Context: an optimization exercise on an open-source flow, tuned for small area. The choices shown serve that exercise and are no tape-out recipe. Only simulation tests tie the RTL to the original design; equivalence was not proved. Power is estimated from default activity; no workload was simulated.

**config.mk**
```make
export PLATFORM = sky130hd
export DESIGN_NAME = stop_watch
export DESIGN_NICKNAME = stop_watch
export VERILOG_FILES = /design/flow/design.v
export SDC_FILE = /design/flow/constraint.sdc
export NUM_CORES = 4
export LEC_CHECK = 0
export CAP_MARGIN = 20
export CORE_MARGIN = 2
export CORE_UTILIZATION = 40
export SLEW_MARGIN = 20
```
**design.v**
```verilog
module key_ctl
(
input   rst,clk,
input   tick,		 
input   upd,		 
input   key0,		 
input   key1,		 
output  reg buzz,
output  reg en_d,clr_d	 
);
reg cnt_en, cnt_clr;
reg k0p0,k0p1;
reg [4:0] k0cnt;
reg k1p0,k1p1;
reg [4:0] k1cnt;
reg [5:0] bzcnt;	 
wire k0hit = k0cnt[4] & k0cnt[1] & k0cnt[0];	 
wire k1hit = k1cnt[4] & k1cnt[1] & k1cnt[0];
wire k0sat = k0cnt[4] & k0cnt[2];				 
wire k1sat = k1cnt[4] & k1cnt[2];
always@(negedge rst, posedge clk)
if (rst == 0)
    begin
        k0p0 <= 0;
        k0p1 <= 0;
        k0cnt <= 20;
        cnt_en <= 0;
    end
else if (tick)
    begin
        k0p0 <= ~key0;
        k0p1 <= k0p0;
        if (k0p0 != k0p1)
            k0cnt <= 0;
        else if (!k0sat)
            k0cnt <= k0cnt + 1;
        if (k0hit & k0p0)
            cnt_en <= ~cnt_en;
    end
always@(negedge rst, posedge clk)
if (rst == 0)
    begin
        k1p0 <= 0;
        k1p1 <= 0;
        k1cnt <= 20;
        cnt_clr <= 0;
    end
else if (tick)
    begin
        k1p0 <= ~key1;
        k1p1 <= k1p0;
        if (k1p0 != k1p1)
            k1cnt <= 0;
        else if (!k1sat)
            k1cnt <= k1cnt + 1;
        if (k1hit)
            cnt_clr <= k1p0;
    end
always@(negedge rst, posedge clk)
if (rst == 0)
    begin
        buzz <= 0;
        bzcnt <= 32;
    end
else if (tick)
    begin
        if ((k1hit & k1p0) | (k0hit & k0p0))
            bzcnt <= 0;
        else if (!bzcnt[5])
            bzcnt <= bzcnt + 1;
        buzz <= ~bzcnt[5];
    end
always@(negedge rst, posedge clk)
if (rst == 0)
    begin
        en_d <= 0;
        clr_d <= 0;
    end
else if (upd)
    begin
        en_d <= cnt_en;
        clr_d <= cnt_clr;
    end
endmodule
module counters
(
input   rst,clk,
input   upd,
input   cnt_en,cnt_clr,
output  [31:0] bcd8d
);
reg z;				 
reg b;				 
reg [3:0] t1, s0, m0, h0, h1;
reg [2:0] s1, m1;
wire c1 = b;
wire c2 = c1 & (t1 == 9);
wire c3 = c2 & (s0 == 9);
wire c4 = c3 & (s1 == 5);
wire c5 = c4 & (m0 == 9);
wire c6 = c5 & (m1 == 5);
wire c7 = c6 & (h0 == 9);
always@(negedge rst, posedge clk)
if (rst == 0)
    begin
        z <= 1;  b <= 0;
        t1 <= 0; s0 <= 0; s1 <= 0; m0 <= 0; m1 <= 0; h0 <= 0; h1 <= 0;
    end
else if (upd)
    begin
        if (cnt_en)
            begin
                if (z)
                    z <= 0;
                else
                    begin
                        b <= ~b;
                        if (c1) t1 <= c2 ? 4'd0 : t1 + 1'd1;
                        if (c2) s0 <= c3 ? 4'd0 : s0 + 1'd1;
                        if (c3) s1 <= c4 ? 3'd0 : s1 + 1'd1;
                        if (c4) m0 <= c5 ? 4'd0 : m0 + 1'd1;
                        if (c5) m1 <= c6 ? 3'd0 : m1 + 1'd1;
                        if (c6) h0 <= c7 ? 4'd0 : h0 + 1'd1;
                        if (c7) h1 <= (h1 == 9) ? 4'd0 : h1 + 1'd1;
                    end
            end
        else if (cnt_clr)
            begin
                z <= 1;  b <= 0;
                t1 <= 0; s0 <= 0; s1 <= 0; m0 <= 0; m1 <= 0; h0 <= 0; h1 <= 0;
            end
    end
wire [3:0] t0 = {~z & b, ~z & ~b, 1'b0, ~z & b};
assign bcd8d = {h1, h0, 1'b0, m1, m0, 1'b0, s1, s0, t1, t0};
endmodule
module seg_ctl
(
input   rst,clk,
input   upd,
input   ph12,
input   [31:0] bcd8d,
output  [7:0] seg_d,seg_com
);
reg  [15:0] p;
reg  run;		 
wire alive = run | ph12;
always@(negedge rst, posedge clk)
if (rst == 0)
    run <= 0;
else if (upd)
    run <= 1;
always@(negedge rst, posedge clk)
if (rst == 0)
    p <= 0;
else if (run)
    p <= p + 1;
wire [2:0] dsel = p[15:13];
wire [2:0] csel = p[15:13] + (&p[12:0]);
reg [3:0] sdh;
always @*
    case (dsel)
    3'd0    : sdh = bcd8d[03:00];
    3'd1    : sdh = bcd8d[07:04];
    3'd2    : sdh = bcd8d[11:08];
    3'd3    : sdh = bcd8d[15:12];
    3'd4    : sdh = bcd8d[19:16];
    3'd5    : sdh = bcd8d[23:20];
    3'd6    : sdh = bcd8d[27:24];
    default : sdh = bcd8d[31:28];
    endcase
wire dot = (dsel == 2) | (dsel == 4) | (dsel == 6);
wire [6:0] segd = (sdh == 4'h0) ? (7'h3f) :
                  (sdh == 4'h1) ? (7'h06) :
                  (sdh == 4'h2) ? (7'h5b) :
                  (sdh == 4'h3) ? (7'h4f) :
                  (sdh == 4'h4) ? (7'h66) :
                  (sdh == 4'h5) ? (7'h6d) :
                  (sdh == 4'h6) ? (7'h7d) :
                  (sdh == 4'h7) ? (7'h27) :
                  (sdh == 4'h8) ? (7'h7f) :
                  (sdh == 4'h9) ? (7'h6f) :
                                  (7'h00) ;
assign seg_d   = alive ? {dot, segd} : 8'h00;
assign seg_com = alive ? (8'h01 << csel) : 8'h00;
endmodule
module stop_watch
(
input   rst,clk,
input   key0,		 
input   key1,		 
input   [3:0] enc,	 
output  buzz,
output  [7:0] seg_d,seg_com
);
reg [3:0] ph;
always@(negedge rst, posedge clk)
if (rst == 0)
    ph <= 0;
else if (ph[3] & ph[0])
    ph <= 0;
else
    ph <= ph + 1;
wire tick = ph[2] & ph[1] & ~ph[0];		 
wire upd  = ~ph[2] & ph[1] & ~ph[0];	 
wire ph12 = ~ph[3] & ~ph[2] & (ph[1] ^ ph[0]);	 
wire en_d, clr_d;
key_ctl ukey_ctl
	(
	.rst	(rst	),
	.clk	(clk	),
	.tick	(tick	),
	.upd	(upd	),
	.key0	(key0	),
	.key1	(key1	),
	.buzz	(buzz	),
	.en_d	(en_d	),
	.clr_d	(clr_d	)
	);
wire [31:0] bcd8d;
counters ucounters
	(
	.rst	(rst	),
	.clk	(clk	),
	.upd	(upd	),
	.cnt_en	(en_d	),
	.cnt_clr(clr_d	),
	.bcd8d	(bcd8d	)
	);
seg_ctl useg_ctl
	(
	.rst	(rst	),
	.clk	(clk	),
	.upd	(upd	),
	.ph12	(ph12	),
	.bcd8d	(bcd8d	),
	.seg_d	(seg_d	),
	.seg_com(seg_com)
	);
endmodule
```
**run.sh**
```bash
#!/bin/bash
# synth_recipe.tcl (not shown) runs the flow's synth.tcl, then flattens the netlist and writes it again
# the make line also repeats each setting of config.mk as NAME=value (left out here)
make -C /OpenROAD-flow-scripts/flow DESIGN_CONFIG=/design/flow/config.mk WORK_HOME=/design/flow/orfs CLKGATE_MAP_FILE= SYNTH_SCRIPT=/design/flow/synth_recipe.tcl finish
```
**constraint.sdc**
```tcl
create_clock -name core_clock -period 10.0 [get_ports {clk}]
set_input_delay 2.0000 -clock core_clock [delete_from_list [all_inputs] [get_ports {clk}]]
set_output_delay 2.0000 -clock core_clock [all_outputs]
set_load 0.01 [all_outputs]
```
==> results.py <==
metrics = {
    "status": {
        "run_status": "no timing/DRC/antenna violations",
    },
    "pwr": {
        "max-vdd-ir-drop_v": 0.0000677,
        "internal_power_uw": 449,
        "power_switching_share_pct": 22.7,
        "leakagePower_uw": 0.00198,
        "clock_power_share_pct": 44.7,
        "power_density_nw_per_um2": 122,
        "comb_power_share_pct": 2.4,
        "seq_power_share_pct": 52.8,
        "netSwitchingPower_uw": 132,
    },
    "synth": {
        "synth_xor_area_share_pct": 5.39,
        "synthesis.nets": 480,
        "synthAdderAreaFrac_pct": 6.22,
        "ys.flop_type": "dfrtp_1",
        "ys_seq_elements": 74,
        "largest_family_of_logic_cells_by_synthesized_area": "simple AND/OR/NAND/NOR gates",
        "synthMuxAreaShare_pct": 3.08,
        "postSynthAreaPerCell_sq_um": 9.37,
        "syn-instance-count": 451,
        "syn_area_sq_um": 4220,
        "synth.yosys.seq_area_share_pct": 44.0,
        "synth-warning-count": 4,
        "synth-async-reset-ratio_pct": 100,
        "synth_enable_flop_cells": 0,
        "synth_simple_gate_area_share_pct": 22.1,
        "synth.lib_cells_used.distinct": 60,
        "synth_compound_gate_area_share_pct": 16.4,
    },
    "global_route": {
        "grt_pass1_vias": 3151,
        "global_route.usage.total_pct": 15.8,
        "grt_start_max_net_pins": 75,
        "antenna_found_initial": 0,
        "global_route.overflow_total": 0,
        "grt_first_pass_wirelength_mm": 14.6,
    },
    "clock_network": {
        "cts-resized-gates": 0,
        "hold_buffers": 0,
        "cts_htree_levels": 3,
        "tritoncts.num_buffers": 9,
        "post_cts_buffers": 0,
        "tritoncts": "built",
        "clkTransAtPathRegs_ns": 0.09,
        "clock-sinks": 74,
        "clock_path_buffers": 2,
        "cts.root.buffer_cell": "clkbuf_8",
        "clock_insertion_delay_worst_skew_ns": 0.35,
    },
    "critical_path": {
        "cp_data_arrival_time_ns": 3.29,
        "launching_element_of_the_worst_setup_path": "useg_ctl.p[15]",
        "worst_path_largest_cell_delay_ns": 0.86,
        "path_delay_family": "compound AO/OA/AOI/OAI gates",
        "worst_setup_path_start_kind": "register",
        "cp.buffers_inverters": 1,
        "worstSetupEndpointType": "output port",
        "critPathSlowestCell": "dfrtp_1",
        "worstReg2RegStart": "ucounters.t1[1]",
        "critical_path_cell_sequence": "nor3b_1 > a211o_1 > a211oi_1 > nor3_1 > nand2b_1 > o221ai_1 > clkdlybuf4s50_1",
        "crit_type": "reg2out",
        "cp_data_required_time_ns": 8.00,
        "worst_path_max_fanout": 24,
    },
    "floorplan": {
        "chipHeight_um": 107,
        "initial_util_pct": 41.1,
        "die_w_um": 107,
        "core_region_area_sq_um": 10300,
        "num_rows": 37,
        "die_area_sq_um": 11400,
        "number_of_top_level_design_ports": 25,
    },
    "timing": {
        "worst_clock_skew_ns": 0.0177,
        "finalSetupViolCount": 0,
        "worstMarginPinSlew_ns": 0.951,
        "layout_min_cycle_time_ns": 5.29,
        "pins_over_their_slew_limit": 0,
        "timing.final.crit_share_pct": 52.9,
        "max_freq_ghz": 0.189,
        "grt_setup_unrepaired": "false",
        "worst_hold_slack_ns": 0.470,
        "relSlewSlack_pct": 36.6,
        "hold_violations": 0,
        "final.setup.tns_ns": 0,
    },
    "detailed_routing": {
        "postRouteWirelength_mm": 8.33,
        "avgViaCountPerCell": 5.40,
        "post_drt_wl_per_cell_um": 13.7,
        "ant_nets": 0,
        "detail_route.iter0.violations": 129,
        "drt_first_pass_iters": 4,
        "number_of_vias_after_detailed_routing": 3291,
        "drc_errors": 0,
    },
    "cells_and_area": {
        "multiInputGateArea_sq_um": 2240,
        "utilization_pct": 46.2,
        "layout.filler_cells": 1001,
        "finalNetCount": 498,
        "sequential_cell_area_in_the_final_layout_sq_um": 1860,
        "layout-drive-gt1-share_pct": 8.23,
        "flow.area_growth_from_synthesis_pct": 12.4,
        "antennaDiodeCount": 0,
    },
    "hold_path": {
        "hold_path_class": "reg2reg",
        "hold_path.startpoint": "useg_ctl.p[7]",
    },
    "run": {
        "reported_max_cap_violation_count": 0,
    },
    "placed_design": {
        "detailedPlacementHpwl_mm": 5.80,
        "place_congestion": 0.822,
        "buffer_ports.inserted": 20,
    },
}
synthesized netlist by cell type, types with 2 or more instances:
| cell type | number | share of area [%] |
|---|---|---|
| a32o_1 | 2 | 0.47 |
| nor3b_1 | 2 | 0.36 |
| nor2b_1 | 5 | 0.74 |
| dfrtp_1 | 68 | 40 |
| o22ai_1 | 2 | 0.30 |
| xnor2_1 | 15 | 3.1 |
| o31ai_1 | 5 | 0.89 |
| o41ai_1 | 2 | 0.41 |
| nand4b_1 | 2 | 0.41 |
| nand3b_1 | 2 | 0.36 |
| and4_1 | 2 | 0.41 |
| or3_1 | 2 | 0.30 |
| a211oi_1 | 3 | 0.53 |
| o21bai_1 | 2 | 0.36 |
| a21o_1 | 4 | 0.71 |
| nor3_1 | 16 | 1.9 |
| nand3_1 | 17 | 2.0 |
| mux2i_1 | 4 | 0.95 |
| a21boi_0 | 2 | 0.36 |
| buf_2 | 6 | 0.71 |
| mux2_2 | 6 | 1.6 |
| nor2_1 | 35 | 3.1 |
| a31oi_1 | 2 | 0.30 |
| a22o_1 | 3 | 0.62 |
| clkbuf_1 | 6 | 0.53 |
| and3_1 | 3 | 0.44 |
| a21oi_1 | 23 | 2.7 |
| nor4_1 | 2 | 0.30 |
| or2_2 | 2 | 0.30 |
| nor4bb_1 | 2 | 0.47 |
| inv_1 | 15 | 1.3 |
| a41oi_1 | 2 | 0.41 |
| nand4_1 | 12 | 1.8 |
| xor2_1 | 11 | 2.3 |
| ha_1 | 21 | 6.2 |
| and4b_1 | 2 | 0.47 |
| nand2_1 | 67 | 6.0 |
| and2_1 | 2 | 0.30 |
| o221ai_1 | 2 | 0.41 |
| dfstp_2 | 6 | 3.7 |
| nand2b_1 | 7 | 1.0 |
| o21ai_0 | 39 | 4.6 |
sequential cells by signal (all words and copies together) (netlist names), 5 cells and up:
register and count:
useg_ctl.p 16, ukey_ctl.k1cnt 5, ukey_ctl.k0cnt 5, ukey_ctl.bzcnt 6
final cells by class:
class	instances	area share, %
clock buffer	10	2.69
clock inverter	6	1.90
inverter	15	1.19
multi-input combinational	349	47.3
sequential	74	39.2
tap	136	3.59
timing repair buffer	20	4.17
layer usage:
metal	wire [um]	track usage, %	vias to the layer above
li1	-	-	1654
met1	4240	21.4	1558
met2	3690	25.1	63
met3	244	2.49	16
met4	155	6.96	0
met5	0	0	-
path summary, 6_finish.rpt:
check	cells after the start	endpoint	slack (ns)
max reg2reg	6	ucounters.h1[2]	7.56
max	7	seg_d[3]	4.71
min	1	useg_ctl.p[7]	0.47
min in group asynchronous	1	ucounters.h1[1]	1.75
max in group asynchronous	1	ucounters.t1[3]	7.57
min reg2reg	1	useg_ctl.p[7]	0.47
power by group through the flow:
stage | clock network (uW) | registers (uW) | logic, uW
after global routing | 279 | 308 | 16.9
after global placement | 0 | 313 | 14.5
after floorplan | 0 | 312 | 6.31
after CTS | 268 | 307 | 15.0
final | 260 | 307 | 14.2
after detailed placement | 0 | 313 | 15.0
per-stage QoR:
stage	cell area (sq um)	instances	worst slack (ns)	power, uW
floorplan	4220	451	6.04	318
global placement	4530	594	5.13	327
detailed placement	4530	594	5.08	328
CTS	4750	610	4.67	590
global route	4750	610	4.41	604
finish	4750	610	4.71	581
logic make-up (layout without fill, tap and decap cells):
group,count (synthesis),count (layout)
simple gates,188,188
compound gates,103,103
flops,74,74
buf+inv,28,51
xor+xnor,26,26
fa+ha+maj,21,21
mux,11,11
layout by cell type (no fill, tap or decap), types with 3 or more instances in the layout:
master / netlist / layout
dfrtp_1: 68 / 68
nand2_1: 67 / 67
o21ai_0: 39 / 39
nor2_1: 35 / 35
a21oi_1: 23 / 23
ha_1: 21 / 21
clkdlybuf4s50_1: 0 / 19
nand3_1: 17 / 17
nor3_1: 16 / 16
inv_1: 15 / 15
xnor2_1: 15 / 15
nand4_1: 12 / 12
xor2_1: 11 / 11
clkbuf_8: 0 / 9
nand2b_1: 7 / 7
mux2_2: 6 / 6
dfstp_2: 6 / 6
nor2b_1: 5 / 5
o31ai_1: 5 / 5
mux2i_1: 4 / 4
a21o_1: 4 / 4
a22o_1: 3 / 3
a211oi_1: 3 / 3
and3_1: 3 / 3

-- port drivers added, routing unchanged --
The results above use ideal ports. As a check the final layout listed here was re-extracted and re-timed, cells and wires unchanged.
Step 1 sets driving cells, clkbuf_16 on the clock port and buf_2 on the other inputs (assumed; they add their load-dependent delay and slew).
Step 2 times the ports against the registers' clock, not the clock port: input delays grow and output delays shrink by t, the midpoint of the rising clock arrivals with the driver on.
Three values: no drivers, after step 1, after step 2; two values: the first two.
t, ns: 0.376
slack for setup (ns): 4.713 / 4.681 / 5.056
worst slew at a driven data input, ns: 0.03
After both steps this run still meets setup and hold. For this run, drivers alone change the setup slack by -0.032 ns; drivers and shift together by +0.343 ns.
